This design comes from an exercise in tuning for small area, a short achievable clock period and few clock cycles on the open sky130 flow, not from production work. Function was checked by simulation only, so behaviour that the tests miss may differ from the original.

`flow/flow/run.sh`:
```
#!/bin/bash
# Layout flow: the standard ORFS flow (standard.sh), run with a setup
# repair margin aimed well below the 14 ns clock, so that repair_timing
# keeps sizing and buffering the critical paths after the 14 ns
# constraint is met, and with cell resizing not limited to cells of the
# same footprint.  The constraints, the synthesis and every step are the
# standard ones.
set -euo pipefail
bash standard.sh SETUP_SLACK_MARGIN=9.3 TNS_END_PERCENT=100 MATCH_CELL_FOOTPRINT=0 finish > standard_flow.log 2>&1
```
`flow/config.mk`:
```
export PLATFORM = sky130hd
export DESIGN_NAME = RSA
export DESIGN_NICKNAME = RSA
export VERILOG_FILES = /design/flow/design.v
export SDC_FILE = /design/flow/constraint.sdc
export NUM_CORES = 8
export LEC_CHECK = 0
export CAP_MARGIN = 40
export CORE_MARGIN = 2
export CORE_UTILIZATION = 65
export SLEW_MARGIN = 40
export SYNTH_HIERARCHICAL = 1
export SYNTH_MEMORY_MAX_BITS = 8192
```
`flow/design.v`:
```
module RSA ( key_in, mod_in, data_in, data_out, key_ready, mod_ready, data_ready, resetn, CLK, finish, key_end, mod_end, data_out_ready,state );
   input           CLK, resetn;
   input [31:0]    key_in, mod_in, data_in;
   input           key_ready, mod_ready, data_ready;
   output          finish;
   output [31:0]   data_out;
   output          key_end, mod_end, data_out_ready;
   output [2:0]    state;
   localparam [2:0] INIT     = 3'h1;
   localparam [2:0] IDLE     = 3'h2;
   localparam [2:0] KEY_GET  = 3'h3;
   localparam [2:0] MOD_GET  = 3'h4;
   localparam [2:0] DATA_GET = 3'h5;
   localparam [2:0] DATA_OUT = 3'h6;
   localparam [2:0] ENCRYPT  = 3'h7;
   localparam integer I_IDLE = 0;
   localparam integer I_INIT = 1;      
   localparam integer I_WS   = 2;      
   localparam integer I_PRE2 = 4;      
   localparam integer I_RUN  = 5;      
   localparam integer I_RES  = 6;      
   localparam integer I_NEXT = 7;      
   localparam integer I_DONE = 8;
   localparam [8:0] EG_IDLE = 9'b000000001;
   localparam [8:0] EG_INIT = 9'b000000010;
   localparam [8:0] EG_WS   = 9'b000000100;
   localparam [8:0] EG_PRE2 = 9'b000010000;
   localparam [8:0] EG_RUN  = 9'b000100000;
   localparam [8:0] EG_RES  = 9'b001000000;
   localparam [8:0] EG_NEXT = 9'b010000000;
   localparam [8:0] EG_DONE = 9'b100000000;
   localparam [3:0] PH_DBLA  = 4'd0;
   localparam [3:0] PH_SQ    = 4'd1;
   localparam [3:0] PH_CONV  = 4'd2;
   localparam [3:0] PH_COPY  = 4'd3;
   localparam [3:0] PH_DBLB  = 4'd4;
   localparam [3:0] PH_LOOP  = 4'd5;
   localparam [3:0] PH_FINAL = 4'd6;
   localparam [3:0] PH_FFIX  = 4'd7;
   localparam [3:0] PH_END   = 4'd8;
   localparam [1:0] SRC_A   = 2'd0;
   localparam [1:0] SRC_X   = 2'd1;
   localparam [1:0] SRC_ONE = 2'd2;
   reg [2:0]  st, st_n;
   reg [4:0]  cnt;
   reg        fin_r, kend_r, mend_r, dor_r, keyok, modok;
   reg [8:0]  eg, eg_n;
   reg        st_key, st_mod, st_dget, st_dout;    
   wire       eng_start = (st == DATA_GET) && (cnt == 5'd31);
   always @(*) begin
      st_n = st;
      case (st)
        INIT, IDLE:
          if (key_ready) st_n = KEY_GET;
          else if (mod_ready) st_n = MOD_GET;
          else if (st == IDLE && keyok && modok && data_ready) st_n = DATA_GET;
        KEY_GET, MOD_GET:
          if (cnt == 5'd31) st_n = IDLE;
        DATA_GET:
          if (cnt == 5'd31) st_n = ENCRYPT;
        ENCRYPT:
          if (eg[I_DONE]) st_n = DATA_OUT;
        DATA_OUT:
          if (!dor_r && cnt == 5'd31) st_n = IDLE;
        default: st_n = IDLE;
      endcase
   end
   always @(posedge CLK) begin
      if (resetn == 1'b0) begin
         st     <= INIT;
         st_key <= 1'b0;
         st_mod <= 1'b0;
         st_dget <= 1'b0;
         st_dout <= 1'b0;
         fin_r  <= 1'b0;
         cnt    <= 5'd0;
         kend_r <= 1'b0;
         mend_r <= 1'b0;
         dor_r  <= 1'b0;
         keyok  <= 1'b0;
         modok  <= 1'b0;
      end
      else begin
         st    <= st_n;
         st_key  <= (st_n == KEY_GET);
         st_mod  <= (st_n == MOD_GET);
         st_dget <= (st_n == DATA_GET);
         st_dout <= (st_n == DATA_OUT);
         fin_r <= !(st_n == INIT || st_n == IDLE);
         kend_r <= (st == KEY_GET) && (cnt == 5'd31);
         mend_r <= (st == MOD_GET) && (cnt == 5'd31);
         if (st == KEY_GET && cnt == 5'd31) keyok <= 1'b1;
         if (st == MOD_GET && cnt == 5'd31) modok <= 1'b1;
         case (st)
           KEY_GET, MOD_GET, DATA_GET: cnt <= cnt + 5'd1;
           ENCRYPT: begin
              cnt <= 5'd0;
              if (eg[I_DONE]) dor_r <= 1'b1;
           end
           DATA_OUT: begin
              dor_r <= 1'b0;
              cnt <= cnt + 5'd1;
           end
           default: cnt <= 5'd0;
         endcase
      end
   end
   assign state          = st;
   assign finish         = fin_r;
   assign key_end        = kend_r;
   assign mod_end        = mend_r;
   assign data_out_ready = dor_r;
   reg [1023:0] E;           
   reg [4:0]    epos;        
   reg [31:0]   ew;          
   reg          ewv;         
   reg [5:0]    ewl;         
   reg [1023:0] N;           
   reg [1023:0] X;           
   reg          xsign;       
   wire [1024:0] A;          
   reg          a_sign;      
   wire [1026:0] nS, nC;     
   reg [3:0]    Np;          
   reg [4:0]    topw_idx;    
   reg [4:0]    topw_msb;    
   reg          mexam;
   reg [4:0]    mexam_idx;
   reg [31:0]   dout_r;
   assign data_out = dout_r;
   reg [3:0]    phase;
   reg [1:0]    src;
   reg [10:0]   dcnt;
   reg [2:0]    sqcnt;
   reg [4:0]    wcnt;
   reg          wsdbl, cy, pmsb;
   reg [8:0]    di;          
   reg [63:0]   blk;         
   reg [4:0]    bs;          
   reg          xstream;     
   reg [3:0]    a_pre;       
   reg          a_top;       
   reg [5:0]    pl_pre;      
   reg [6:0]    elo;         
   reg [2:0]    cin;         
   reg [10:0]   ebits;
   reg          scan_act, found, cbit;
   function [2:0] booth;
      input b2, b1, b0;
      begin
         booth[2] = b2 & ~(b1 & b0);
         booth[1] = b1 ^ b0;
         booth[0] = (b2 & ~b1 & ~b0) | (~b2 & b1 & b0);
      end
   endfunction
   function [5:0] lowcols;
      input [5:0] sel;      
      input [3:0] m;
      reg [3:0] r0;
      reg [1:0] r1;
      begin
         r0[0] = (sel[1] & m[0]) ^ sel[2];
         r0[1] = ((sel[1] & m[1]) | (sel[0] & m[0])) ^ sel[2];
         r0[2] = ((sel[1] & m[2]) | (sel[0] & m[1])) ^ sel[2];
         r0[3] = ((sel[1] & m[3]) | (sel[0] & m[2])) ^ sel[2];
         r1[0] = (sel[4] & m[0]) ^ sel[5];
         r1[1] = ((sel[4] & m[1]) | (sel[3] & m[0])) ^ sel[5];
         lowcols = {2'b0, r0} + {2'b0, r1, 2'b0} + {5'b0, sel[2]} + {3'b0, sel[5], 2'b0};
      end
   endfunction
   localparam integer W = 1031;
   wire [W-1:0] one0_v, two0_v, neg0_v, one1_v, two1_v, neg1_v;
   wire [3:0] t_lo = elo[3:0];
   reg  [5:0] qtab [0:15];
   reg  [1:0] ktab [0:15];
   reg  [3:0] qv;
   reg  [5:0] qtab_nx [0:15];
   reg  [6:0] kv;
   reg  [1:0] ktab_nx [0:15];
   integer ti;
   always @(*) begin
      for (ti = 0; ti < 16; ti = ti + 1) begin
         qv = ti[3:0] * Np;
         qtab_nx[ti] = {booth(qv[3], qv[2], qv[1]), booth(qv[1], qv[0], 1'b0)};
         kv = {3'b0, ti[3:0]} + {1'b0, lowcols(qtab_nx[ti], N[3:0])};
         ktab_nx[ti] = kv[5:4];
      end
   end
   always @(posedge CLK) begin
      if (eng_start)
        for (ti = 0; ti < 16; ti = ti + 1) begin
           qtab[ti] <= qtab_nx[ti];
           ktab[ti] <= ktab_nx[ti];
        end
   end
   wire [5:0] qsel = qtab[t_lo];
   wire [2:0] c4 = elo[6:4] + {1'b0, ktab[t_lo]};
   wire [W-1:0] Bx  = {{(W-1025){A[1024]}}, A};
   wire [W-1:0] Nx  = {{(W-1024){1'b0}}, N};
   wire [W-1:0] na0 = ~(((one0_v & Bx) | (two0_v & {Bx[W-2:0], 1'b0})) ^ neg0_v);
   wire [W-1:0] na1 = ~(((one1_v & {Bx[W-3:0], 2'b0}) | (two1_v & {Bx[W-4:0], 3'b0})) ^ neg1_v);
   wire [W-1:0] nq0 = ~((({W{qsel[1]}} & Nx) | ({W{qsel[0]}} & {Nx[W-2:0], 1'b0})) ^ {W{qsel[2]}});
   wire [W-1:0] nq1 = ~((({W{qsel[4]}} & {Nx[W-3:0], 2'b0}) | ({W{qsel[3]}} & {Nx[W-4:0], 3'b0})) ^ {W{qsel[5]}});
   wire [1:0] s_t = ~nS[1026:1025];
   wire [1:0] c_t = ~nC[1026:1025];
   wire ext_s = |{s_t, c_t};
   wire ext_c = &{s_t, c_t};
   wire [W-1:0] nSx = {{(W-1027){~ext_s}}, nS};
   wire [W-1:0] nCx = {{(W-1027){~ext_c}}, nC};
   wire [1030:0] cs_s1, cs_c1;
   rsa_fav #(1027) cs_f1_4 (nSx[1030:4], nCx[1030:4], na0[1030:4], cs_s1[1030:4], cs_c1[1030:4]);
   wire [1030:0] cs_s2, cs_c2;
   rsa_haiv #(1) cs_h2_4 (cs_s1[4], na1[4], cs_s2[4:4], cs_c2[4:4]);
   rsa_fav #(1026) cs_f2_5 (cs_s1[1030:5], cs_c1[1029:4], na1[1030:5], cs_s2[1030:5], cs_c2[1030:5]);
   wire [1030:0] cs_s3, cs_c3;
   rsa_haiv #(1) cs_h3_4 (cs_s2[4], nq0[4], cs_s3[4:4], cs_c3[4:4]);
   rsa_fav #(1026) cs_f3_5 (cs_s2[1030:5], cs_c2[1029:4], nq0[1030:5], cs_s3[1030:5], cs_c3[1030:5]);
   wire [1030:0] cs_s4, cs_c4;
   rsa_haiv #(1) cs_h4_4 (cs_s3[4], nq1[4], cs_s4[4:4], cs_c4[4:4]);
   rsa_fav #(1026) cs_f4_5 (cs_s3[1030:5], cs_c3[1029:4], nq1[1030:5], cs_s4[1030:5], cs_c4[1030:5]);
   wire [1030:0] ncsa_s = {cs_s4[1030:4], {4{1'b1}}};
   wire [1030:0] ncsa_c = {cs_c4[1029:4], {5{1'b1}}};
   wire [1026:0] nS_mm = ncsa_s[W-1:4];
   wire [1026:0] nC_mm = ncsa_c[W-1:4];
   wire [5:0] sp0 = {booth(a_pre[3], a_pre[2], a_pre[1]),
                     booth(a_pre[1], a_pre[0], eg[I_PRE2] ? 1'b0 : a_top)};
   wire [5:0] pl_nx = pl_pre;
   wire [6:0] w_lo = {1'b0, pl_nx} + {4'b0, c4};       
   wire [6:0] elo_nx = eg[I_PRE2] ? {1'b0, pl_nx} :
                       ({3'b0, ~nS_mm[3:0]} + {3'b0, ~nC_mm[3:0]} + w_lo);
   wire [9:0] rs0 = {2'b0, ~nS[7:0]} + {2'b0, ~nC[7:0]} + {7'b0, cin};
   wire [1027:0] nrc;
   wire [128:0]  cbound;
   wire [1026:0] nrsum;
   wire [1026:0] nC_res;
   genvar gp;
   generate
      for (gp = 0; gp < 1027; gp = gp + 1) begin : g_res
         wire ci;
         if (gp < 8) begin : g_b0
            assign nrsum[gp] = ~rs0[gp];
            assign nrc[gp+1] = 1'b1;
         end else begin : g_bk
            if (gp % 8 == 0) begin : g_cb
               assign ci = 1'b1;
            end else begin : g_cr
               assign ci = nrc[gp];
            end
            rsa_fa FA (nS[gp], nC[gp], ci, nrsum[gp], nrc[gp+1]);
         end
         if (gp == 8 || gp == 9) begin : g_c8
            assign nC_res[gp] = ~rs0[gp];
            if (gp == 8) begin : g_cb8
               assign cbound[1] = ~nC[8];
            end
         end else if (gp % 8 == 0 && gp > 0) begin : g_cout
            assign nC_res[gp] = nrc[gp];
            assign cbound[gp/8] = ~nC[gp];
         end else begin : g_cz
            assign nC_res[gp] = 1'b1;
         end
      end
   endgenerate
   assign nrc[0] = 1'b1;
   assign cbound[0] = ~nC[9];
   wire [7:0] zsv;
   wire c_zero = &zsv;
   reg  res_first;      
   wire nx = eg[I_NEXT] | (eg[I_RES] & c_zero & ~res_first);
   wire [1087:0] Aext = {{63{A[1024]}}, A};
   wire [8:0] di_p2 = di + 9'd2;
   wire [4:0] bsel = bs;
   wire [64*32-1:0] bl0;
   genvar gi;
   generate
      for (gi = 0; gi < 32; gi = gi + 1) begin : g_bl
         if (gi < 17) begin : g_l
            assign bl0[64*gi +: 64] = Aext[64*gi +: 64];
         end else begin : g_z
            assign bl0[64*gi +: 64] = 64'd0;
         end
      end
   endgenerate
   wire [64*16-1:0] bl1;
   wire [64*8-1:0]  bl2;
   wire [64*4-1:0]  bl3;
   wire [64*2-1:0]  bl4;
   wire [63:0]      bl5;
   generate
      for (gi = 0; gi < 16; gi = gi + 1) begin : g_b1
         assign bl1[64*gi +: 64] = bsel[0] ? bl0[64*(2*gi+1) +: 64] : bl0[64*(2*gi) +: 64];
      end
      for (gi = 0; gi < 8; gi = gi + 1) begin : g_b2
         assign bl2[64*gi +: 64] = bsel[1] ? bl1[64*(2*gi+1) +: 64] : bl1[64*(2*gi) +: 64];
      end
      for (gi = 0; gi < 4; gi = gi + 1) begin : g_b3
         assign bl3[64*gi +: 64] = bsel[2] ? bl2[64*(2*gi+1) +: 64] : bl2[64*(2*gi) +: 64];
      end
      for (gi = 0; gi < 2; gi = gi + 1) begin : g_b4
         assign bl4[64*gi +: 64] = bsel[3] ? bl3[64*(2*gi+1) +: 64] : bl3[64*(2*gi) +: 64];
      end
   endgenerate
   assign bl5 = bsel[4] ? bl4[127:64] : bl4[63:0];
   wire [4*8-1:0] dg1;
   wire [4*4-1:0] dg2;
   wire [4*2-1:0] dg3;
   wire [3:0]     dg4;
   generate
      for (gi = 0; gi < 8; gi = gi + 1) begin : g_d1
         assign dg1[4*gi +: 4] = di[0] ? blk[4*(2*gi+1) +: 4] : blk[4*(2*gi) +: 4];
      end
      for (gi = 0; gi < 4; gi = gi + 1) begin : g_d2
         assign dg2[4*gi +: 4] = di[1] ? dg1[4*(2*gi+1) +: 4] : dg1[4*(2*gi) +: 4];
      end
      for (gi = 0; gi < 2; gi = gi + 1) begin : g_d3
         assign dg3[4*gi +: 4] = di[2] ? dg2[4*(2*gi+1) +: 4] : dg2[4*(2*gi) +: 4];
      end
   endgenerate
   assign dg4 = di[3] ? dg3[7:4] : dg3[3:0];
   wire [3:0] lv9 = dg4;
   wire [3:0] xdig = di[8] ? {4{xsign}} : X[4*di[2:0] +: 4];
   wire [3:0] dig_fetch = (src == SRC_A) ? lv9 :
                          (src == SRC_X) ? xdig :
                          ((di == 9'd0) ? 4'd1 : 4'd0);
   wire fetch = eg[I_PRE2] | eg[I_RUN];
   wire shift_x = st_dget | (fetch & (di[2:0] == 3'd7) & ~di[8] & ((src == SRC_X) | xstream));
   wire [31:0] xtop = st_dget ? data_in : (xstream ? blk[32*di[3] +: 32] : X[31:0]);
   wire nxs = eg[I_NEXT] | eg[I_RES];
   wire [3:0] dig_f = nxs ? dig0 : dig_fetch;
   wire [5:0] spf = {booth(dig_f[3], dig_f[2], dig_f[1]),
                     booth(dig_f[1], dig_f[0], nxs ? 1'b0 : a_pre[3])};
   wire        sgn  = A[1024];
   wire [31:0] aw   = A[31:0];
   wire [31:0] nw   = N[31:0];
   wire        wsub = wsdbl & ~sgn;
   wire        wadd = sgn;
   wire [31:0] opa  = wsdbl ? {aw[30:0], pmsb} : aw;
   wire [31:0] opn  = wsub ? ~nw : (wadd ? nw : 32'd0);
   wire [32:0] wsum = {1'b0, opa} + {1'b0, opn} + {32'b0, cy};
   wire        wsgn = (wsdbl ? aw[31] : sgn) ^ wsub ^ wsum[32];
   wire [31:0] initw = (wcnt == topw_idx) ? (32'd1 << topw_msb) : 32'd0;
   wire [11:0] m_dbl = 12'd1036 - {2'b0, topw_idx, 5'b0} - {7'b0, topw_msb};
   wire [31:0] ntop = N[1023:992];
   reg  [4:0]  ntop_msb;
   integer k;
   always @(*) begin
      ntop_msb = 5'd0;
      for (k = 0; k < 32; k = k + 1)
        if (ntop[k]) ntop_msb = k[4:0];
   end
   reg [3:0] np_f;
   always @(*) begin
      case (ntop[3:0])
        4'd1:  np_f = 4'd15;
        4'd3:  np_f = 4'd5;
        4'd5:  np_f = 4'd3;
        4'd7:  np_f = 4'd9;
        4'd9:  np_f = 4'd7;
        4'd11: np_f = 4'd13;
        4'd13: np_f = 4'd11;
        4'd15: np_f = 4'd1;
        default: np_f = 4'd0;
      endcase
   end
   wire etop = ew[31];
   reg        n_mm;         
   reg [1:0]  n_src;        
   reg        n_ws;         
   reg        n_wsdbl;      
   reg        n_rot;        
   reg        n_copy;       
   reg        n_done;
   reg [3:0]  n_phase;
   reg [10:0] n_dcnt;
   reg [2:0]  n_sqcnt;
   reg        n_cbit;
   always @(*) begin
      n_mm = 1'b0; n_src = SRC_A; n_ws = 1'b0; n_wsdbl = 1'b1;
      n_rot = 1'b0; n_copy = 1'b0; n_done = 1'b0;
      n_phase = phase; n_dcnt = dcnt; n_sqcnt = sqcnt; n_cbit = cbit;
      case (phase)
        PH_DBLA:
          if (dcnt != 11'd0) begin
             n_dcnt = dcnt - 11'd1;
             n_ws = 1'b1;
          end
          else begin
             n_phase = PH_SQ;
             n_sqcnt = 3'd6;
             n_mm = 1'b1;
          end
        PH_SQ:
          if (sqcnt != 3'd0) begin
             n_sqcnt = sqcnt - 3'd1;
             n_mm = 1'b1;
          end
          else begin
             n_phase = PH_DBLB;
             n_dcnt = 11'd3;
             n_ws = 1'b1;
          end
        PH_DBLB:
          if (dcnt != 11'd0) begin
             n_dcnt = dcnt - 11'd1;
             n_ws = 1'b1;
          end
          else begin
             n_phase = PH_COPY;
             n_mm = 1'b1;
             n_src = SRC_X;
          end
        PH_COPY: begin
           n_copy = 1'b1;
           n_phase = PH_LOOP;
        end
        PH_LOOP:
          if (scan_act) begin
          end
          else if (!found) begin
             n_phase = PH_FFIX;
             n_mm = 1'b1;
             n_src = SRC_ONE;
          end
          else if (cbit) begin
             n_cbit = 1'b0;
             n_mm = 1'b1;
             n_src = SRC_X;
          end
          else if (ebits[10]) begin
             n_phase = PH_FFIX;
             n_mm = 1'b1;
             n_src = SRC_ONE;
          end
          else if (!ewv) begin
          end
          else begin
             n_cbit = etop;
             n_rot = 1'b1;
             n_mm = 1'b1;
          end
        PH_FFIX: begin
           n_ws = 1'b1;
           n_wsdbl = 1'b0;
           n_phase = PH_END;
        end
        PH_END: n_done = 1'b1;
        default: ;
      endcase
   end
   wire [3:0] dig0 = (n_src == SRC_A) ? A[3:0] :
                     (n_src == SRC_X) ? X[3:0] : 4'd1;
   reg  rot_pend;
   wire rotE = (scan_act & ewv & ~ebits[10]) | rot_pend;
   always @(*) begin
      eg_n = eg;
      case (1'b1)
        eg[I_IDLE]: if (eng_start) eg_n = EG_INIT;
        eg[I_INIT]: if (wcnt == 5'd31) eg_n = EG_NEXT;
        eg[I_WS]:   if (wcnt == 5'd31) eg_n = EG_NEXT;
        eg[I_PRE2]: eg_n = EG_RUN;
        eg[I_RUN]:  if (di == 9'd258) eg_n = EG_RES;
        nx:
          if (n_mm)        eg_n = EG_PRE2;
          else if (n_ws)   eg_n = EG_WS;
          else if (n_done) eg_n = EG_DONE;
          else             eg_n = EG_NEXT;
        eg[I_RES]: ;
        eg[I_DONE]: eg_n = EG_IDLE;
        default: eg_n = EG_IDLE;
      endcase
      if (resetn == 1'b0) eg_n = EG_IDLE;
   end
   always @(posedge CLK) eg <= eg_n;
   always @(posedge CLK) begin
      if (resetn == 1'b0) begin
         scan_act <= 1'b0;
         xstream <= 1'b0;
         rot_pend <= 1'b0;
      end
      else begin
         rot_pend <= nx & n_rot;
         if (eg[I_RUN] && di == 9'd256) xstream <= 1'b0;
         if (eng_start) begin
            ebits <= 11'd0;
            scan_act <= 1'b1;
            found <= 1'b0;
            ewv <= 1'b0;
            ewl <= 6'd32;
         end
         else begin
            if (rotE) begin
               ebits <= ebits + 11'd1;
               ew <= {ew[30:0], 1'b0};
               if (ebits[4:0] == 5'd31) ewv <= 1'b0;
            end
            else if (!ewv && ewl != 6'd0 && epos == ewl[4:0] - 5'd1) begin
               ew <= E[31:0];
               ewv <= 1'b1;
               ewl <= ewl - 6'd1;
            end
            if (scan_act) begin
               if (ebits[10])
                 scan_act <= 1'b0;
               else if (ewv && etop) begin
                  found <= 1'b1;
                  scan_act <= 1'b0;
               end
            end
         end
         case (1'b1)
           eg[I_IDLE]: begin
              if (eng_start) begin
                 wcnt <= 5'd0;
                 phase <= PH_DBLA;
                 dcnt <= m_dbl[10:0];
                 cbit <= 1'b0;
              end
           end
           eg[I_INIT]: begin
              wcnt <= wcnt + 5'd1;
           end
           eg[I_WS]: begin
              wcnt <= wcnt + 5'd1;
              cy <= wsum[32];
              pmsb <= aw[31];
           end
           eg[I_PRE2]: begin
              di <= di + 9'd1;
           end
           eg[I_RUN]: begin
              di <= di + 9'd1;
              if (di == 9'd258) res_first <= 1'b1;
           end
           nx: begin
              phase <= n_phase;
              dcnt <= n_dcnt;
              sqcnt <= n_sqcnt;
              cbit <= n_cbit;
              if (n_copy) xstream <= 1'b1;
              if (n_mm) begin
                 src <= n_src;
                 di <= 9'd1;
              end
              else if (n_ws) begin
                 wsdbl <= n_wsdbl;
                 wcnt <= 5'd0; pmsb <= 1'b0;
                 cy <= n_wsdbl & ~A[1024];
              end
           end
           eg[I_RES]: res_first <= 1'b0;
           default: ;
         endcase
      end
   end
   wire wordop = eg[I_INIT] | eg[I_WS] | (st_dout & (cnt != 5'd31));
   wire [31:0] topword = eg[I_INIT] ? initw :
                         eg[I_WS]   ? wsum[31:0] : aw;
   always @(posedge CLK) begin
      dout_r <= A[31:0];
      E <= {st_key ? key_in : E[31:0], E[1023:32]};
      epos <= (st_key && cnt == 5'd31) ? 5'd0 : epos + 5'd1;
      if (st_mod)
        N <= {mod_in, N[1023:32]};
      else if (eg[I_WS])
        N <= {N[31:0], N[1023:32]};
      mexam <= st_mod;
      mexam_idx <= cnt;
      if (mexam) begin
         if (mexam_idx == 5'd0) begin
            Np <= np_f;
            topw_idx <= 5'd0;
            topw_msb <= ntop_msb;
         end
         else if (ntop != 32'd0) begin
            topw_idx <= mexam_idx;
            topw_msb <= ntop_msb;
         end
      end
      if (shift_x)
        X <= {xtop, X[1023:32]};
      if (st_dget)
        xsign <= 1'b0;
      else if (xstream)
        xsign <= A[1024];
      if (eg[I_RES])
        a_sign <= ~nrsum[1024];
      else if (eg[I_INIT])
        a_sign <= 1'b0;
      else if (eg[I_WS] && wcnt == 5'd31)
        a_sign <= wsgn;
      blk   <= bl5;
      bs    <= fetch ? di_p2[8:4] : 5'd0;
      a_pre <= dig_f;
      a_top <= a_pre[3];
      pl_pre <= lowcols(spf, A[3:0]);
      elo   <= elo_nx;
      cin   <= eg[I_RUN] ? c4 : 3'd0;
   end
   wire dout_rot_n = (st == ENCRYPT && eg[I_DONE]) ||
                     (st == DATA_OUT && cnt != 5'd30 && cnt != 5'd31);
   wire c_res_n = eg_n[I_RES];
   wire c_rp_n  = eg_n[I_RES] | eg_n[I_PRE2];
   wire c_wop_n = resetn & (eg_n[I_INIT] | eg_n[I_WS] | dout_rot_n);
   wire [1023:0] A_sh = {topword, A[1023:32]};
   assign A[1024] = a_sign;
   genvar gs;
   generate
      for (gs = 0; gs < 8; gs = gs + 1) begin : g_sl
         localparam integer LO  = 128 * gs;
         localparam integer HA  = (gs == 7) ? 1023 : 128 * gs + 127;    
         localparam integer HS  = (gs == 7) ? 1026 : 128 * gs + 127;    
         localparam integer HW  = (gs == 7) ? W - 1 : 128 * gs + 127;   
         wire c_res, c_rp, c_wop;
         wire [5:0] as;
         rsa_rep #(9) CTL (CLK, {c_res_n, c_rp_n, c_wop_n, sp0}, {c_res, c_rp, c_wop, as});
         reg [HA-LO:0] a_q;
         reg [HS-LO:0] ns_q, nc_q;
         reg zs_q;
         always @(posedge CLK) begin
            if (c_res)
              a_q <= ~nrsum[HA:LO];
            else if (c_wop)
              a_q <= A_sh[HA:LO];
            if (c_res) begin
               ns_q <= nrsum[HS:LO];
               nc_q <= nC_res[HS:LO];
            end
            else if (c_rp) begin
               ns_q <= {(HS-LO+1){1'b1}};
               nc_q <= {(HS-LO+1){1'b1}};
            end
            else begin
               ns_q <= nS_mm[HS:LO];
               nc_q <= nC_mm[HS:LO];
            end
            zs_q <= &nC_res[HS:LO];
         end
         assign zsv[gs] = zs_q;
         assign A[HA:LO]  = a_q;
         assign nS[HS:LO] = ns_q;
         assign nC[HS:LO] = nc_q;
         assign one0_v[HW:LO] = {(HW-LO+1){as[1]}};
         assign two0_v[HW:LO] = {(HW-LO+1){as[0]}};
         assign neg0_v[HW:LO] = {(HW-LO+1){as[2]}};
         assign one1_v[HW:LO] = {(HW-LO+1){as[4]}};
         assign two1_v[HW:LO] = {(HW-LO+1){as[3]}};
         assign neg1_v[HW:LO] = {(HW-LO+1){as[5]}};
      end
   endgenerate
endmodule
module rsa_rep (CLK, d, q);
   parameter integer W = 1;
   input          CLK;
   input  [W-1:0] d;
   output [W-1:0] q;
   reg    [W-1:0] q;
   always @(posedge CLK) q <= d;
endmodule
module rsa_fa (a, b, c, s, co);
   input  a, b, c;
   output s, co;
   assign s  = a ^ b ^ c;
   assign co = (a & b) | (a & c) | (b & c);
endmodule
module rsa_hai (a, b, s, co);
   input  a, b;
   output s, co;
   assign s  = ~(a ^ b);
   assign co = a | b;
endmodule
module rsa_fav (a, b, c, s, co);
   parameter integer W = 8;
   input  [W-1:0] a, b, c;
   output [W-1:0] s, co;
   genvar i;
   generate
      for (i = 0; i < W; i = i + 1) begin : g
         rsa_fa FA (a[i], b[i], c[i], s[i], co[i]);
      end
   endgenerate
endmodule
module rsa_haiv (a, b, s, co);
   parameter integer W = 8;
   input  [W-1:0] a, b;
   output [W-1:0] s, co;
   assign s  = ~(a ^ b);
   assign co = a | b;
endmodule
```
`flow/constraint.sdc`:
```
create_clock -name core_clock -period 14.0 [get_ports {CLK}]
set_input_delay 2.8000 -clock core_clock [delete_from_list [all_inputs] [get_ports {CLK}]]
set_output_delay 2.8000 -clock core_clock [all_outputs]
set_load 0.01 [all_outputs]
```
`flow/standard.sh`:
```
#!/bin/bash
# synth_recipe.tcl (not shown) runs the flow's synth.tcl, then flattens the netlist and writes it again
# the make line also repeats each setting of config.mk as NAME=value (left out here)
make -C /OpenROAD-flow-scripts/flow DESIGN_CONFIG=/design/flow/config.mk WORK_HOME=/design/flow/orfs CLKGATE_MAP_FILE= SYNTH_SCRIPT=/design/flow/synth_recipe.tcl "${@:-finish}"
```
==> summary.md, run 1 <==
| Metric | Value |
|---|---|
| Core area | `602000 um^2` |
| Area of the multi-input gates | `217000 um^2` |
| Number of vias per cell | `6.84` |
| Area Growth Syn to Fin | `9.79%` |
| Row count | `285` |
| CTS HTree Levels | `6` |
| Required time of the critical path | `15.06 ns` |
| Clk latency of the worst-skew pair | `1.19 ns` |
| DRC errors left | `0` |
| Placed inst area | `402000 um^2` |
| Final Hold Fails | `0` |
| Register area share after synthesis | `41.7%` |
| Fmax | `200 MHz` |
| GR Util All Layers | `43.9%` |
| Synthesized area per cell | `13.2 um^2` |
| Filler cell count | `40751` |
| Setup Skew | `0.106 ns` |
| Largest net degree at the start of global routing | `205` |
| TritonRoute pass-1 iters | `8` |
| Setup CP Type | `reg -> reg` |
| I/O pins | `140` |
| CTS tree | `built` |
| Fin crit share | `35.7%` |
| Number of clock sinks | `6558` |
| Die height | `781 um` |
| Clk buf depth | `4` |
| Endpoints failing setup | `0` |
| Synthesized area | `393000 um^2` |
| Library cells used by synthesis | `83` |
| CTS Hold Bufs | `0` |
| Nets | `34596` |
| Vias in the first global route | `270306` |
| Worst Tran Pin Value | `0.986 ns` |
| EDFF count, synth | `3239` |
| Die area | `610000 um^2` |
| Slew Viols, Final | `0` |
| Crit start category | `register` |
| Max-cap violations | `0` |
| Setup TNS | `0 ns` |
| Total grt overflow | `0` |
| Synth area leaders | `fa_1, edfxtp_1, dfxtp_1` |
| Ys async rst share | `0%` |
| Yosys top cell area share | `26.2%` |
| Global placement routability congestion | `1.02` |
| Final instance area | `431000 um^2` |
| Prevailing post-synth register cell | `dfxtp_1` |
| Layout cells sized above 1 | `7.97%` |
| Routed via count | `262094` |
| Slew HR | `34.1%` |
| Initial Util | `65.2%` |
| Yosys warns | `12` |
| DP Wirelength | `889000 um` |
| Flops & latches, synth | `6558` |
| Routed WL | `1350000 um` |
| Syn Inst Count | `29793` |
| Unrepaired setup endpoints after global routing | `yes` |
| TritonCTS Buffers | `705` |
| Root Buffer | `clkbuf_16` |
| Peak fanout along the critical path | `5` |
| Port Buf Inserts | `139` |
| Chip width | `781 um` |
| CP arrival | `6.06 ns` |
| Synth area leader | `fa_1` |
| Antenna-violating nets left | `0` |
| CTS clk-pin slew, worst paths | `0.07 ns` |
| Worst setup EP type | `register` |
| Storage cell area | `164000 um^2` |
| DRT iter0 DRCs | `35057` |
| First-pass GRT wire length | `1940000 um` |
| Tmin final | `5.00 ns` |
| Wire per inst | `35.2 um` |
| Status | `timing/DRC/antenna clean` |
| Hold WC Path Type | `reg -> reg` |
| Initial antenna violation count | `267` |
cells in the final DEF (no fill, tap or decap), drive strengths merged, types with 27 or more instances in the layout:
cell,synthesis,routed
fa,5146,5146
a22oi,4109,4109
dfxtp,3319,3319
edfxtp,3239,3239
xnor2,2133,2133
xor2,2108,2108
o21ai,1341,1341
inv,1182,1203
clkbuf,1711,1036
nand2b,1004,1004
o21a,1003,1003
or3,903,903
buf,453,533
diode,0,478
nand2,455,455
nor2,354,354
mux4,346,346
clkinv,2,233
ha,159,159
mux2,147,147
conb,2,129
a21oi,124,124
clkdlybuf4s50,0,99
bufinv,0,62
mux2i,61,61
nand3,48,48
nor2b,45,45
nand4,42,42
dlymetal6s2s,0,37
a21o,30,30
and2,27,27
worst max-delay path: stages, from the launching register on:
cell and delay [ns]:
dfxtp_4 0.38, buf_16 0.15, a22oi_2 0.15, xor2_1 0.21, fa_1 0.47, fa_1 0.51, fa_1 0.53, fa_2 0.39
fa_1 0.50, fa_1 0.58, inv_2 0.06, ha_4 0.16, inv_2 0.05, fa_2 0.42, o21ai_2 0.16, buf_6 0.17
final cells by class:
| class | instances | share of cell area (%) |
|---|---|---|
| Sequential cell | 6558 | 38.0 |
| Multi-Input combinational cell | 20015 | 50.4 |
| Inverter | 1184 | 1.03 |
| Clock buffer | 979 | 4.65 |
| Antenna cell | 478 | 0.277 |
| Tap cell | 8036 | 2.33 |
| Clock inverter | 338 | 1.01 |
| Timing Repair Buffer | 726 | 2.26 |
Yosys stat by module, one instance, submodules excluded, a selection:
module | cells inside | cell area [um^2] | copies in the design
RSA | 24582 | 289000 | 1
rsa_fa | 1 | 20.0 | 5124
kinds of logic (layout without fill, tap and decap cells):
family	count (synthesis)	after routing	synth area share [%]
compound gates	6771	6772	12.0
buf+inv	3348	3227	3.22
mux	554	554	2.56
fa+ha+maj	5305	5305	26.7
flops	6558	6558	41.7
xor+xnor	4241	4241	9.46
simple gates	3014	3014	4.29
other cells	2	607	0.00191
flip-flops by register name, indices dropped and copies added, names as in the netlist, 32 cells and up:
signal / cells
g_sl.ns_q: 1027
g_sl.nc_q: 1026
E: 1024
N: 1024
X: 1024
g_sl.a_q: 1024
g_sl.CTL.q: 72
blk: 64
qtab: 34
dout_r: 32
ew: 32
per-layer routing:
| layer | track usage (%) | routed length [um] | up-vias |
|---|---|---|---|
| li1 | - | - | 103413 |
| met1 | 57.7 | 474000 | 134913 |
| met2 | 64.3 | 594000 | 19771 |
| met3 | 13.8 | 179000 | 3873 |
| met4 | 26.9 | 100000 | 124 |
| met5 | 0.0862 | 979 | - |
stage by stage:
stage          hold WS (ns)  setup slack, ns  utilization (%)  std cells
2_1_floorplan         0.310             5.45                -      29920
6_report              0.296             9.00             71.6      38314
3_5_place_dp          0.312             7.46             66.7      36362
5_1_grt               0.307             8.88             71.5      38070
3_3_place_gp          0.310             6.99             66.4      36292
4_1_cts               0.305             9.10             71.2      37769
final timing paths:
check | from | to | slack [ns] | depth (start not counted)
hold / removal | E[668] | E[636] | 0.30 | 0
setup / recovery | g_sl[0].CTL.q[0] | elo[3] | 9.00 | 15
setup reg to reg | g_sl[0].CTL.q[0] | elo[3] | 9.00 | 15
hold reg to reg | E[668] | E[636] | 0.30 | 0
synthesized netlist by cell type, types with 23 or more instances:
| master | count |
|---|---|
| fa_1 | 5146 |
| a22oi_1 | 4109 |
| dfxtp_1 | 3319 |
| edfxtp_1 | 3239 |
| xnor2_1 | 2133 |
| xor2_1 | 2108 |
| clkbuf_1 | 1711 |
| o21ai_0 | 1338 |
| inv_1 | 1181 |
| nand2b_1 | 1004 |
| o21a_1 | 1003 |
| or3_1 | 903 |
| nand2_1 | 455 |
| buf_1 | 392 |
| nor2_1 | 354 |
| mux4_2 | 346 |
| ha_1 | 159 |
| mux2_2 | 145 |
| a21oi_1 | 123 |
| mux2i_1 | 61 |
| buf_2 | 58 |
| nand3_1 | 48 |
| nor2b_1 | 45 |
| nand4_1 | 42 |
| a21o_1 | 29 |
| and2_1 | 27 |
| and3_1 | 24 |
| nor3_1 | 24 |
| a31oi_1 | 23 |
| or2_2 | 23 |
repair_timing:
item,in CTS,in global routing
setup buffers,47,36
setup endpoints to repair,2046,1024
gates cloned,43,11
gates resized for setup,312,57
pin swaps,29,21
Testbench counts, summed over its fixed seeds: cycles 1,683,949.
==> inputs of run 2 (changes only) <==
--- a/flow/design.v
+++ b/flow/design.v
@@ -141,8 +141,8 @@
    reg [3:0]    a_pre;       
    reg          a_top;       
    reg [5:0]    pl_pre;      
-   reg [6:0]    elo;         
-   reg [2:0]    cin;         
+   reg [7:0]    elo;         
+   reg [6:0]    cin;         
    reg [10:0]   ebits;
    reg          scan_act, found, cbit;
    function [2:0] booth;
@@ -153,6 +153,19 @@
          booth[0] = (b2 & ~b1 & ~b0) | (~b2 & b1 & b0);
       end
    endfunction
+   function [4:0] midcols;
+      input [5:0] sel;      
+      input [7:0] m;
+      reg [3:0] r0, r1;
+      integer j;
+      begin
+         for (j = 4; j < 8; j = j + 1) begin
+            r0[j-4] = ((sel[1] & m[j]) | (sel[0] & m[j-1])) ^ sel[2];
+            r1[j-4] = ((sel[4] & m[j-2]) | (sel[3] & m[j-3])) ^ sel[5];
+         end
+         midcols = {1'b0, r0} + {1'b0, r1};
+      end
+   endfunction
    function [5:0] lowcols;
       input [5:0] sel;      
       input [3:0] m;
@@ -172,29 +185,35 @@
    wire [W-1:0] one0_v, two0_v, neg0_v, one1_v, two1_v, neg1_v;
    wire [3:0] t_lo = elo[3:0];
    reg  [5:0] qtab [0:15];
-   reg  [1:0] ktab [0:15];
-   reg  [3:0] qv;
-   reg  [5:0] qtab_nx [0:15];
-   reg  [6:0] kv;
-   reg  [1:0] ktab_nx [0:15];
+   reg  [5:0] ktab [0:15];
+   reg  [3:0] tcnt, tcnt_d;
+   reg        tfill, tfill_d;
+   reg  [5:0] qlast;
+   wire [3:0] qv = tcnt * Np;
+   wire [5:0] qf = {booth(qv[3], qv[2], qv[1]), booth(qv[1], qv[0], 1'b0)};
+   wire [6:0] kv = {3'b0, tcnt_d} + {1'b0, lowcols(qlast, N[3:0])};
+   wire [5:0] kf = {4'b0, kv[5:4]} + {1'b0, midcols(qlast, N[7:0])};
    integer ti;
-   always @(*) begin
+   always @(posedge CLK) begin
+      if (eng_start) begin
+         tcnt  <= 4'd0;
+         tfill <= 1'b1;
+      end
+      else begin
+         tcnt <= tcnt + 4'd1;
+         if (tcnt == 4'd15) tfill <= 1'b0;
+      end
+      tcnt_d  <= tcnt;
+      tfill_d <= tfill & ~eng_start;
+      qlast   <= qf;
       for (ti = 0; ti < 16; ti = ti + 1) begin
-         qv = ti[3:0] * Np;
-         qtab_nx[ti] = {booth(qv[3], qv[2], qv[1]), booth(qv[1], qv[0], 1'b0)};
-         kv = {3'b0, ti[3:0]} + {1'b0, lowcols(qtab_nx[ti], N[3:0])};
-         ktab_nx[ti] = kv[5:4];
+         if (tfill && !eng_start && tcnt == ti) qtab[ti] <= qf;
+         if (tfill_d && tcnt_d == ti) ktab[ti] <= kf;
       end
    end
-   always @(posedge CLK) begin
-      if (eng_start)
-        for (ti = 0; ti < 16; ti = ti + 1) begin
-           qtab[ti] <= qtab_nx[ti];
-           ktab[ti] <= ktab_nx[ti];
-        end
-   end
    wire [5:0] qsel = qtab[t_lo];
-   wire [2:0] c4 = elo[6:4] + {1'b0, ktab[t_lo]};
+   wire [6:0] c4 = {3'b0, elo[7:4]} + {1'b0, ktab[t_lo]};
+   reg  [4:0] a47;
    wire [W-1:0] Bx  = {{(W-1025){A[1024]}}, A};
    wire [W-1:0] Nx  = {{(W-1024){1'b0}}, N};
    wire [W-1:0] na0 = ~(((one0_v & Bx) | (two0_v & {Bx[W-2:0], 1'b0})) ^ neg0_v);
@@ -208,27 +227,26 @@
    wire [W-1:0] nSx = {{(W-1027){~ext_s}}, nS};
    wire [W-1:0] nCx = {{(W-1027){~ext_c}}, nC};
    wire [1030:0] cs_s1, cs_c1;
-   rsa_fav #(1027) cs_f1_4 (nSx[1030:4], nCx[1030:4], na0[1030:4], cs_s1[1030:4], cs_c1[1030:4]);
+   rsa_fav #(1023) cs_f1_8 (nSx[1030:8], nCx[1030:8], na0[1030:8], cs_s1[1030:8], cs_c1[1030:8]);
    wire [1030:0] cs_s2, cs_c2;
-   rsa_haiv #(1) cs_h2_4 (cs_s1[4], na1[4], cs_s2[4:4], cs_c2[4:4]);
-   rsa_fav #(1026) cs_f2_5 (cs_s1[1030:5], cs_c1[1029:4], na1[1030:5], cs_s2[1030:5], cs_c2[1030:5]);
+   rsa_fav #(1022) cs_f2_9 (cs_s1[1030:9], cs_c1[1029:8], na1[1030:9], cs_s2[1030:9], cs_c2[1030:9]);
    wire [1030:0] cs_s3, cs_c3;
-   rsa_haiv #(1) cs_h3_4 (cs_s2[4], nq0[4], cs_s3[4:4], cs_c3[4:4]);
-   rsa_fav #(1026) cs_f3_5 (cs_s2[1030:5], cs_c2[1029:4], nq0[1030:5], cs_s3[1030:5], cs_c3[1030:5]);
+   rsa_fav #(1) cs_f3_8 (cs_s1[8], na1[8], nq0[8], cs_s3[8:8], cs_c3[8:8]);
+   rsa_haiv #(1) cs_h3_9 (cs_s2[9], nq0[9], cs_s3[9:9], cs_c3[9:9]);
+   rsa_fav #(1021) cs_f3_10 (cs_s2[1030:10], cs_c2[1029:9], nq0[1030:10], cs_s3[1030:10], cs_c3[1030:10]);
    wire [1030:0] cs_s4, cs_c4;
-   rsa_haiv #(1) cs_h4_4 (cs_s3[4], nq1[4], cs_s4[4:4], cs_c4[4:4]);
-   rsa_fav #(1026) cs_f4_5 (cs_s3[1030:5], cs_c3[1029:4], nq1[1030:5], cs_s4[1030:5], cs_c4[1030:5]);
-   wire [1030:0] ncsa_s = {cs_s4[1030:4], {4{1'b1}}};
-   wire [1030:0] ncsa_c = {cs_c4[1029:4], {5{1'b1}}};
+   rsa_fav #(1022) cs_f4_9 (cs_s3[1030:9], cs_c3[1029:8], nq1[1030:9], cs_s4[1030:9], cs_c4[1030:9]);
+   wire [1030:0] ncsa_s = {cs_s4[1030:9], cs_s3[8], nSx[7:4], {4{1'b1}}};
+   wire [1030:0] ncsa_c = {cs_c4[1029:9], {1{1'b1}}, nq1[8], nCx[7:4], {4{1'b1}}};
    wire [1026:0] nS_mm = ncsa_s[W-1:4];
    wire [1026:0] nC_mm = ncsa_c[W-1:4];
    wire [5:0] sp0 = {booth(a_pre[3], a_pre[2], a_pre[1]),
                      booth(a_pre[1], a_pre[0], eg[I_PRE2] ? 1'b0 : a_top)};
    wire [5:0] pl_nx = pl_pre;
-   wire [6:0] w_lo = {1'b0, pl_nx} + {4'b0, c4};       
-   wire [6:0] elo_nx = eg[I_PRE2] ? {1'b0, pl_nx} :
-                       ({3'b0, ~nS_mm[3:0]} + {3'b0, ~nC_mm[3:0]} + w_lo);
-   wire [9:0] rs0 = {2'b0, ~nS[7:0]} + {2'b0, ~nC[7:0]} + {7'b0, cin};
+   wire [7:0] elo_early = {4'b0, ~nS[7:4]} + {4'b0, ~nC[7:4]} + {2'b0, pl_nx} +
+                          {3'b0, a47} + {4'b0, elo[7:4]};
+   wire [7:0] elo_nx = eg[I_PRE2] ? {2'b0, pl_nx} : (elo_early + {2'b0, ktab[t_lo]});
+   wire [9:0] rs0 = {2'b0, ~nS[7:0]} + {2'b0, ~nC[7:0]} + {3'b0, cin};
    wire [1027:0] nrc;
    wire [128:0]  cbound;
    wire [1026:0] nrsum;
@@ -594,7 +612,8 @@
       a_top <= a_pre[3];
       pl_pre <= lowcols(spf, A[3:0]);
       elo   <= elo_nx;
-      cin   <= eg[I_RUN] ? c4 : 3'd0;
+      cin   <= eg[I_RUN] ? (c4 + {2'b0, a47}) : 7'd0;
+      a47   <= midcols(sp0, A[7:0]);
    end
    wire dout_rot_n = (st == ENCRYPT && eg[I_DONE]) ||
                      (st == DATA_OUT && cnt != 5'd30 && cnt != 5'd31);
==> flow/flow/run.sh (replaced) <==
#!/bin/bash
# Layout flow: the standard ORFS flow (standard.sh), run with a setup
# repair margin aimed well below the 14 ns clock, so that repair_timing
# keeps sizing and buffering the critical paths after the 14 ns
# constraint is met, with cell resizing not limited to cells of the same
# footprint, and with more antenna repair iterations after detailed
# routing.  The constraints, the synthesis and every step are the
# standard ones.
set -euo pipefail
bash standard.sh SETUP_SLACK_MARGIN=9.3 TNS_END_PERCENT=100 MATCH_CELL_FOOTPRINT=0 \
  MAX_REPAIR_ANTENNAS_ITER_DRT=12 MAX_REPAIR_ANTENNAS_ITER_GRT=8 finish > standard_flow.log 2>&1
==> summary.md, run 2 <==
| Metric | Value |
|---|---|
| Worst R2R Start | `g_sl[5].CTL.q[0]` |
| Unrepaired setup endpoints after global routing | `yes` |
| Clk buf depth | `4` |
| Yosys warns | `10` |
| DP Wirelength | `936000 um` |
| Required time of the critical path | `15.01 ns` |
| Hold depth | `0` |
| CTS Hold Bufs | `0` |
| Routed WL | `1430000 um` |
| Clk latency of the worst-skew pair | `1.20 ns` |
| Reg2Reg Depth | `9` |
| CTS clk-pin slew, worst paths | `0.06 ns` |
| GR Util All Layers | `45.9%` |
| Worst setup EP type | `register` |
| Root Buffer | `clkbuf_16` |
| Library cells used by synthesis | `73` |
| Synthesized area | `397000 um^2` |
| Routed via count | `266288` |
| Ys async rst share | `0%` |
| Flops & latches, synth | `6713` |
| Largest net degree at the start of global routing | `186` |
| Largest family of logic cells by synthesized area | `adder cells` |
| Core area | `607000 um^2` |
| EDFF count, synth | `3369` |
| XOR/XNOR share of the synthesized area | `9.30%` |
| WP buf/inv | `2` |
| Top Registers | `g_sl.ns_q x1027, g_sl.nc_q x1025` |
| Simple-Gate Fraction of Synth Area | `4.26%` |
| DRT iter0 DRCs | `38869` |
| Peak fanout along the critical path | `57` |
| M3 GR Usage | `19.9%` |
| Largest register by flop count | `g_sl.ns_q` |
| Setup Skew | `0.0941 ns` |
| Nets | `34711` |
| Fin crit share | `34.2%` |
| Wire per inst | `37.3 um` |
| Most frequent CP cell | `fa_1` |
| DRC errors left | `0` |
| Crit start category | `register` |
| Commonest cells in the netlist | `fa_1, a22oi_1, edfxtp_1` |
| Global placement routability congestion | `1.01` |
| Prevailing post-synth register cell | `edfxtp_1` |
| Most common cell in the netlist | `fa_1` |
| Setup CP Type | `reg -> reg` |
| Total grt overflow | `0` |
| Initial antenna violation count | `219` |
| Crit-path cells | `buf_8 -> buf_12 -> a22oi_1 -> xor2_1 -> fa_1 -> fa_1 -> fa_1 -> fa_1 -> o21a_1` |
| Vias in the first global route | `270508` |
| Slowest CP cell | `dfxtp_4` |
| Min-delay src | `E[772]` |
| Worst Tran Pin Value | `1.02 ns` |
| Synthesized area per cell | `13.3 um^2` |
| Register area share after synthesis | `42.4%` |
| Slew HR | `31.9%` |
| CTS HTree Levels | `6` |
| Number of vias per cell | `6.95` |
| Die height | `785 um` |
| Antenna-violating nets left | `0` |
| Synth area leader | `fa_1` |
| Status | `timing/DRC/antenna clean` |
| CP arrival | `5.80 ns` |
| Hold WC Path Type | `reg -> reg` |
| TritonCTS Buffers | `714` |
| Layout cells sized above 1 | `8.01%` |
| WHS Endpoint | `E[740]` |
| I/O pins | `140` |
| Max incr delay on CP | `0.69 ns` |
| Delay-heaviest family, CP | `adder cells` |
| Worst reg-to-reg setup slack | `9.21 ns` |
| Synth area leaders | `fa_1, edfxtp_1, dfxtp_1` |
| Slew Viols, Final | `0` |
| GRT met1 Usage | `60.5%` |
| Commonest non-fill, non-tap cell in the layout | `fa_1` |
| Most used routing layer | `met2` |
| Tmin final | `4.79 ns` |
| Most frequent cells in the layout | `fa_1, a22oi_1, edfxtp_1` |
| Final Hold Fails | `0` |
| Synth Area in Adders | `26.4%` |
| Endpoints failing setup | `0` |
| Initial Util | `65.3%` |
| Reg-to-Reg End | `g_sl[5].ns_q[87]` |
| Die area | `616000 um^2` |
| Chip width | `785 um` |
| Port Buf Inserts | `139` |
| Max reg flops | `1027` |
| Fmax | `209 MHz` |
| Post-synthesis mux area share | `2.48%` |
| Yosys top cell area share | `26.0%` |
| CTS tree | `built` |
| Max-cap violations | `0` |
| Row count | `286` |
| Number of clock sinks | `6713` |
| First-pass GRT wire length | `2020000 um` |
| GR Util met2 | `62.8%` |
| Syn Inst Count | `29909` |
| Area Growth Syn to Fin | `9.77%` |
| TritonRoute pass-1 iters | `9` |
| Compound-Gate Fraction of Synth Area | `12.0%` |
| Fin util | `71.7%` |
| Setup TNS | `0 ns` |
## run 2: worst max-delay path by stage
stage | from | endpoint | slack [ns] | depth (start not counted)
after floorplan | eg[2] | N[0] | 5.56 | 3
after global placement | elo[1] | g_sl[6].nc_q[85] | 7.68 | 14
after detailed placement | elo[0] | g_sl[3].nc_q[52] | 7.68 | 14
after CTS | elo[3] | g_sl[4].nc_q[92] | 9.27 | 15
after global routing | elo[1] | g_sl[0].nc_q[57] | 9.24 | 17
final | g_sl[5].CTL.q[0] | g_sl[5].ns_q[87] | 9.21 | 9
## run 2: worst reg2reg max path, stage by stage, from the launching register on
cell and delay [ns]:
dfxtp_4 0.69, buf_8 0.51, buf_12 0.47, a22oi_1 0.23
xor2_1 0.25, fa_1 0.54, fa_1 0.57, fa_1 0.57
fa_1 0.56, o21a_1 0.22
## run 2: per-module statistics from Yosys, one instance, submodules excluded, a selection
module	copies in the design	flops+latches
rsa_fa	5108	0
RSA	1	6641
## run 2: what timing repair did
| item | in CTS | in global routing |
|---|---|---|
| setup buffers | 24 | 49 |
| gates resized for setup | 296 | 91 |
| endpoints found under the setup margin | 2338 | 1878 |
| endpoints found under the hold margin | 0 | 0 |
| cloned | 51 | 27 |
| pin swaps | 7 | 23 |
## run 2: cell type report
type | instances | area (um^2)
multi-input cells | 19989 | 217000
fillers | 41069 | 172000
flip-flops and latches | 6713 | 168000
clock buffers | 984 | 20300
repair buffers | 738 | 10300
well taps | 8064 | 10100
inverters | 1188 | 4460
clock inverters | 357 | 4220
diodes | 276 | 691
## run 2: cell families (layout without fill, tap and decap cells)
family	after synthesis	after routing
muxes	537	537
AOI/OAI and AO/OA	6825	6829
other	1	404
DFF	6713	6713
xor gates and xnor gates	4210	4210
buffers and inverters	3338	3267
and+or+nand+nor	3019	3019
adders and majority gates	5266	5266
## run 2: through the flow
step	hold WS, ns	instance area (um^2)	instances	worst slack (ns)
2_1_floorplan	0.310	397000	30036	5.56
3_3_place_gp	0.310	404000	36456	7.68
3_5_place_dp	0.312	406000	36523	7.68
4_1_cts	0.277	433000	37939	9.27
5_1_grt	0.286	435000	38126	9.24
6_report	0.287	435000	38309	9.21
## run 2: routing by layer
metal | wire (um) | part of all wire, % | vias up
met5 | 1050 | 0.073 | -
met4 | 107000 | 7.5 | 126
met3 | 230000 | 16 | 4190
met2 | 592000 | 41 | 22067
met1 | 499000 | 35 | 136021
li1 | - | - | 103884
Testbench counts of run 2, summed over its fixed seeds: cycles 1,683,949.
==> inputs of run 3 (changes only) <==
--- a/flow/config.mk
+++ b/flow/config.mk
@@ -8,6 +8,8 @@
 export CAP_MARGIN = 40
 export CORE_MARGIN = 2
 export CORE_UTILIZATION = 65
+export CTS_CLUSTER_DIAMETER = 100
+export CTS_CLUSTER_SIZE = 20
 export SLEW_MARGIN = 40
 export SYNTH_HIERARCHICAL = 1
 export SYNTH_MEMORY_MAX_BITS = 8192
==> summary.md, run 3 <==
| Metric | Value |
|---|---|
| Status | `timing/DRC/antenna clean` |
| Area Growth Syn to Fin | `6.66%` |
| Die height | `785 um` |
| Global placement routability congestion | `1.01` |
| Met2 routed WL | `583000 um` |
| Layout cells sized above 1 | `5.88%` |
| Fmax | `206 MHz` |
| Port Buf Inserts | `139` |
| Final Hold Fails | `0` |
| Ys async rst share | `0%` |
| Slew Viols, Final | `0` |
| WL met1 | `498000 um` |
| Setup CP Type | `reg -> reg` |
| Total grt overflow | `0` |
| Die area | `616000 um^2` |
| Worst setup EP type | `register` |
| Setup Skew | `0.141 ns` |
| GR Util All Layers | `45.2%` |
| Flops & latches, synth | `6713` |
| Number of vias per cell | `7.00` |
| TritonRoute pass-1 iters | `7` |
| DP Wirelength | `936000 um` |
| Worst R2R Start | `elo[1]` |
| Yosys warns | `10` |
| Crit start category | `register` |
| Wire per inst | `37.5 um` |
| Largest net degree at the start of global routing | `186` |
| Number of clock sinks | `6713` |
| Most common cell in the netlist | `fa_1` |
| Slew HR | `31.6%` |
| Yosys top cell area share | `26.0%` |
| Synthesized area | `397000 um^2` |
| Nets | `34391` |
| Synthesized area per cell | `13.3 um^2` |
| Reg-to-Reg End | `g_sl[4].ns_q[25]` |
| Tmin final | `4.85 ns` |
| Chip width | `785 um` |
| Most frequent cells in the layout | `fa_1, a22oi_1, edfxtp_1` |
| Hold WC Path Type | `reg -> reg` |
| Row count | `286` |
| CTS clk-pin slew, worst paths | `0.09 ns` |
| TritonCTS Buffers | `374` |
| Hold depth | `0` |
| WHS Endpoint | `E[944]` |
| Unrepaired setup endpoints after global routing | `yes` |
| DRT iter0 DRCs | `38755` |
| Endpoints failing setup | `0` |
| CTS HTree Levels | `5` |
| First-pass GRT wire length | `1990000 um` |
| Routed WL | `1410000 um` |
| CTS Hold Bufs | `0` |
| Register area share after synthesis | `42.4%` |
| Initial antenna violation count | `235` |
| Root Buffer | `clkbuf_16` |
| Required time of the critical path | `14.95 ns` |
| Library cells used by synthesis | `73` |
| Setup TNS | `0 ns` |
| I/O pins | `140` |
| WL met3 | `228000 um` |
| Fin crit share | `34.7%` |
| Clk buf depth | `4` |
| Commonest non-fill, non-tap cell in the layout | `fa_1` |
| Clk latency of the worst-skew pair | `1.14 ns` |
| Placed cells | `36523` |
| Synth area leaders | `fa_1, edfxtp_1, dfxtp_1` |
| Largest register by flop count | `g_sl.ns_q` |
| DRC errors left | `0` |
| Finished Layout Cells | `37739` |
| CP arrival | `5.81 ns` |
| Vias in the first global route | `264725` |
| Initial Util | `65.3%` |
| Reg2Reg Depth | `15` |
| Prevailing post-synth register cell | `edfxtp_1` |
| Top Metal Used | `met5` |
| Core area | `607000 um^2` |
| Max reg flops | `1027` |
| Max-cap violations | `0` |
| Worst Tran Pin Value | `1.03 ns` |
| Top Registers | `g_sl.ns_q x1027, g_sl.nc_q x1025` |
| Peak fanout along the critical path | `66` |
| EDFF count, synth | `3369` |
| Synth area leader | `fa_1` |
| Routed via count | `264256` |
| Syn Inst Count | `29909` |
| Worst reg-to-reg setup slack | `9.15 ns` |
| CTS tree | `built` |
| Antenna-violating nets left | `0` |
| Min-delay src | `E[976]` |
| Commonest cells in the netlist | `fa_1, a22oi_1, edfxtp_1` |
run 3: cell counts after synthesis:
Identical to the previous run, type by type.
run 3: repair_timing:
action | 4_1_cts | 5_1_grt
setup endpoints to repair | 2338 | 2101
pin swaps | 10 | 33
cloned | 56 | 40
setup buffers | 31 | 41
gates resized for setup | 304 | 135
run 3: cell families after synthesis:
group	synth area share [%]
compound gates	12.0
fa+ha+maj	26.4
flops	42.4
simple gates	4.26
other cells	0.000946
buf+inv	3.17
xor+xnor	9.30
mux	2.48
run 3: worst max-delay path by stage:
stage	from	end	slack, ns
finish	elo[1]	g_sl[4].ns_q[25]	9.15
global route	elo[1]	g_sl[4].ns_q[25]	9.21
CTS	elo[3]	g_sl[5].nc_q[54]	9.26
detailed placement	elo[0]	g_sl[3].nc_q[52]	7.68
global placement	elo[1]	g_sl[6].nc_q[85]	7.68
floorplan	eg[2]	N[0]	5.56
run 3: metal layers:
layer,track usage (%),up-vias
met4,27.7,142
met2,61.4,21953
li1,-,102945
met3,19.6,3985
met5,0.497,-
met1,60.1,135231
run 3: per-module statistics from Yosys, one instance, submodules excluded, excerpt:
module / times used / cell area [um^2] / flops+latches / cells inside
RSA: 1 / 293000 / 6641 / 24724
rsa_fa: 5108 / 20.0 / 0 / 1
run 3: area by class of cell:
type | count | area [um^2]
flip-flops and latches | 6713 | 168000
diodes | 354 | 886
repair buffers | 757 | 10900
inverters | 1188 | 4460
multi-input cells | 19990 | 217000
clock buffers | 643 | 10400
well taps | 8064 | 10100
fillers | 42585 | 184000
clock inverters | 30 | 845
run 3: worst max-delay path, stage by stage (launching register included):
cell and delay (ns):
dfxtp_4 0.40, nand2b_4 0.16, nor2_1 0.06, buf_6 0.13
buf_12 0.13, buf_4 0.13, a221oi_2 0.27, nand3_2 0.12
o22a_4 0.33, buf_16 0.23, buf_16 0.49, a22oi_1 0.30
xnor2_1 0.17, fa_1 0.52, fa_1 0.63, o21a_1 0.24
run 3: metrics by stage:
step / util (%) / area, um^2 / hold slack [ns] / setup WS (ns)
finish: 69.6 / 423000 / 0.280 / 9.15
CTS: 69.1 / 420000 / 0.271 / 9.26
global placement: 66.6 / 404000 / 0.310 / 7.68
global route: 69.5 / 422000 / 0.281 / 9.21
floorplan: - / 397000 / 0.310 / 5.56
detailed placement: 66.8 / 406000 / 0.312 / 7.68
==> inputs of run 4 (changes only) <==
--- a/flow/config.mk
+++ b/flow/config.mk
@@ -7,7 +7,7 @@
 export LEC_CHECK = 0
 export CAP_MARGIN = 40
 export CORE_MARGIN = 2
-export CORE_UTILIZATION = 65
+export CORE_UTILIZATION = 72
 export CTS_CLUSTER_DIAMETER = 100
 export CTS_CLUSTER_SIZE = 20
 export SLEW_MARGIN = 40
==> summary.md, run 4 <==
| Metric | Value |
|---|---|
| DRT iter0 DRCs | `43774` |
| Reg2Reg Depth | `15` |
| Top Registers | `g_sl.ns_q x1027, g_sl.nc_q x1025` |
| Storage cell area | `168000 um^2` |
| Unrepaired setup endpoints after global routing | `yes` |
| Synth area leader | `fa_1` |
| Worst reg-to-reg setup slack | `9.09 ns` |
| Max reg flops | `1027` |
| Crit-path cells | `nand2b_4 -> nor3_1 -> buf_4 -> a221oi_1 -> nand3_4 -> o22a_4 -> buf_4 -> buf_12 -> buf_12 -> buf_16 -> buf_16 -> a22oi_1 -> xnor2_1 -> fa_1 -> o21a_1` |
| Number of clock sinks | `6713` |
| Final Hold Fails | `0` |
| Root Buffer | `clkbuf_16` |
| Clk latency of the worst-skew pair | `1.18 ns` |
| Vias in the first global route | `272725` |
| Slowest CP cell | `fa_1` |
| Initial Util | `72.3%` |
| Fin util | `76.6%` |
| Largest net degree at the start of global routing | `194` |
| Chip width | `746 um` |
| Initial antenna violation count | `237` |
| Register area share after synthesis | `42.4%` |
| Routed WL | `1400000 um` |
| Reg-to-Reg End | `g_sl[4].ns_q[14]` |
| Min-delay src | `E[355]` |
| CTS clk-pin slew, worst paths | `0.09 ns` |
| Crit start category | `register` |
| Endpoints failing setup | `0` |
| Setup TNS | `0 ns` |
| Slew Viols, Final | `0` |
| First-pass GRT wire length | `2000000 um` |
| Most common cell in the netlist | `fa_1` |
| EDFF count, synth | `3369` |
| Core area | `549000 um^2` |
| Total grt overflow | `0` |
| I/O pins | `140` |
| Commonest non-fill, non-tap cell in the layout | `fa_1` |
| Row count | `272` |
| Yosys top cell area share | `26.0%` |
| Library cells used by synthesis | `73` |
| Die height | `746 um` |
| Wire per inst | `38.1 um` |
| Prevailing post-synth register cell | `edfxtp_1` |
| Synthesized area per cell | `13.3 um^2` |
| Synth area leaders | `fa_1, edfxtp_1, dfxtp_1` |
| Hold depth | `0` |
| Ys async rst share | `0%` |
| Max-cap violations | `0` |
| Tmin final | `4.91 ns` |
| Nets | `34327` |
| CP arrival | `5.83 ns` |
| Worst R2R Start | `elo[2]` |
| Flops & latches, synth | `6713` |
| Hold slack | `0.257 ns` |
| CTS HTree Levels | `5` |
| GR Util All Layers | `50.0%` |
| Worst setup EP type | `register` |
| Routed via count | `268855` |
| Max incr delay on CP | `0.47 ns` |
| Clk buf depth | `4` |
| DP Wirelength | `915000 um` |
| WHS Endpoint | `E[323]` |
| DRC errors left | `0` |
| TritonCTS Buffers | `374` |
| Setup Skew | `0.176 ns` |
| GRT met1 Usage | `63.7%` |
| Most frequent cells in the layout | `fa_1, a22oi_1, edfxtp_1` |
| M3 GR Usage | `24.0%` |
| CTS tree | `built` |
| Global placement routability congestion | `1.04` |
| Fin crit share | `35.1%` |
| Port Buf Inserts | `139` |
| Peak fanout along the critical path | `102` |
| Filler cell count | `34181` |
| Layout cells sized above 1 | `5.63%` |
| Hold WC Path Type | `reg -> reg` |
| Required time of the critical path | `14.92 ns` |
| Setup CP Type | `reg -> reg` |
| CTS Hold Bufs | `0` |
| Largest register by flop count | `g_sl.ns_q` |
| Antenna-violating nets left | `0` |
| Slew HR | `26.2%` |
| Number of vias per cell | `7.30` |
| Syn Inst Count | `29909` |
| Die area | `557000 um^2` |
| TritonRoute pass-1 iters | `10` |
| Most used routing layer | `met2` |
| Fmax | `204 MHz` |
| Commonest cells in the netlist | `fa_1, a22oi_1, edfxtp_1` |
| Area of the multi-input gates | `217000 um^2` |
| Area Growth Syn to Fin | `6.02%` |
| Worst Tran Pin Value | `1.08 ns` |
| Synthesized area | `397000 um^2` |
| GR Util met2 | `67.6%` |
| Yosys warns | `10` |
| Status | `timing/DRC/antenna clean` |
==> run 4: cell counts after synthesis <==
No cell type changed its count.
==> run 4: cells by family after synthesis <==
family          after synthesis  synth area share (%)
flops                      6713                  42.4
fa+ha+maj                  5266                  26.4
simple gates               3019                  4.26
mux                         537                  2.48
xor+xnor                   4210                  9.30
other cells                   1              0.000946
compound gates             6825                  12.0
buf+inv                    3338                  3.17
==> run 4: metal layers <==
metal  up-vias  wire (um)
met1    135638     456000
met3      5437     247000
li1     102748          -
met2     24826     575000
met5         -       2230
met4       206     122000
==> run 4: layout make-up <==
class                      instances  share of cell area, %
multi-input combinational      19988                   51.6
sequential                      6713                   40.1
clock buffer                     640                   2.48
timing repair buffer             695                   2.32
tap                             7261                   2.16
inverter                        1188                   1.06
antenna                          300                  0.179
clock inverter                    29                  0.154
==> run 4: repair_timing <==
item                        CTS  global route
pin swaps                    15            12
gates cloned                 69            17
resized for setup           238            85
buffers inserted             38            21
hold endpoints to repair      0             0
setup endpoints to repair  2308          1705
==> run 4: Yosys stat by module, one instance, submodules excluded, excerpt <==
module | area, um^2 | copies in the design | flip-flops and latches
rsa_fa | 20.0 | 5108 | 0
RSA | 293000 | 1 | 6641
==> run 4: worst max path at each step <==
| stage | start | end | slack, ns | cells after the start |
|---|---|---|---|---|
| 6_report | elo[2] | g_sl[4].ns_q[14] | 9.09 | 15 |
| 3_3_place_gp | elo[1] | g_sl[6].nc_q[81] | 7.88 | 13 |
| 4_1_cts | di[0] | pl_pre[5] | 9.29 | 15 |
| 3_5_place_dp | elo[3] | g_sl[4].nc_q[31] | 7.79 | 15 |
| 2_1_floorplan | eg[2] | N[0] | 5.56 | 3 |
| 5_1_grt | elo[3] | g_sl[1].nc_q[79] | 9.20 | 15 |
==> run 4: through the flow <==
stage,setup WS (ns),area (um^2),instances
after floorplan,5.56,397000,30036
after global placement,7.88,403000,35627
after detailed placement,7.79,404000,35679
after CTS,9.29,418000,36455
after global routing,9.20,420000,36628
final,9.09,420000,36814
==> run 4: worst max-delay path, delay by kind of cell, from the launching register on <==
family                     cells  cell delay, ns
buffers and inverters          6            1.30
AOI/OAI and AO/OA              4            1.20
and+or+nand+nor                3            0.70
adders and majority gates      1            0.47
DFF                            1            0.45
xor gates and xnor gates       1            0.20

## port drivers added, routing unchanged
How much do the figures lean on ideal ports? The routed layouts below were timed once more, with nothing changed but the port constraints. Step 1: set_driving_cell puts a clkbuf_16 on CLK and a buf_2 on each other input, an assumption about the parent block. Step 2 moves the port delays by t, midway between the first and last clock arrival at a register: inputs arrive t later, outputs are due t later. That takes back most of the time a late clock gives input paths. a / b / c = ideal ports / drivers / drivers and shift; a / b = the first two.
run	shift t [ns]	setup WS [ns]	hold WS [ns]	worst setup path at the end	cell pins on the clock port's net
run 1	1.308	8.997 / 8.997 / 8.123	0.296 / 0.296 / 0.296	input to register	1
run 2	1.314	9.209 / 9.209 / 8.745	0.287 / 0.287 / 0.287	input to register	1
run 3	1.212	9.146 / 9.146 / 8.752	0.280 / 0.280 / 0.280	input to register	1
run 4	1.249	9.092 / 9.092 / 8.802	0.257 / 0.257 / 0.257	input to register	1
After both steps setup and hold are still met in every run listed. The setup slack of run 1, which loses most, moves by 0.000 ns with the drivers and by -0.874 ns with both steps.
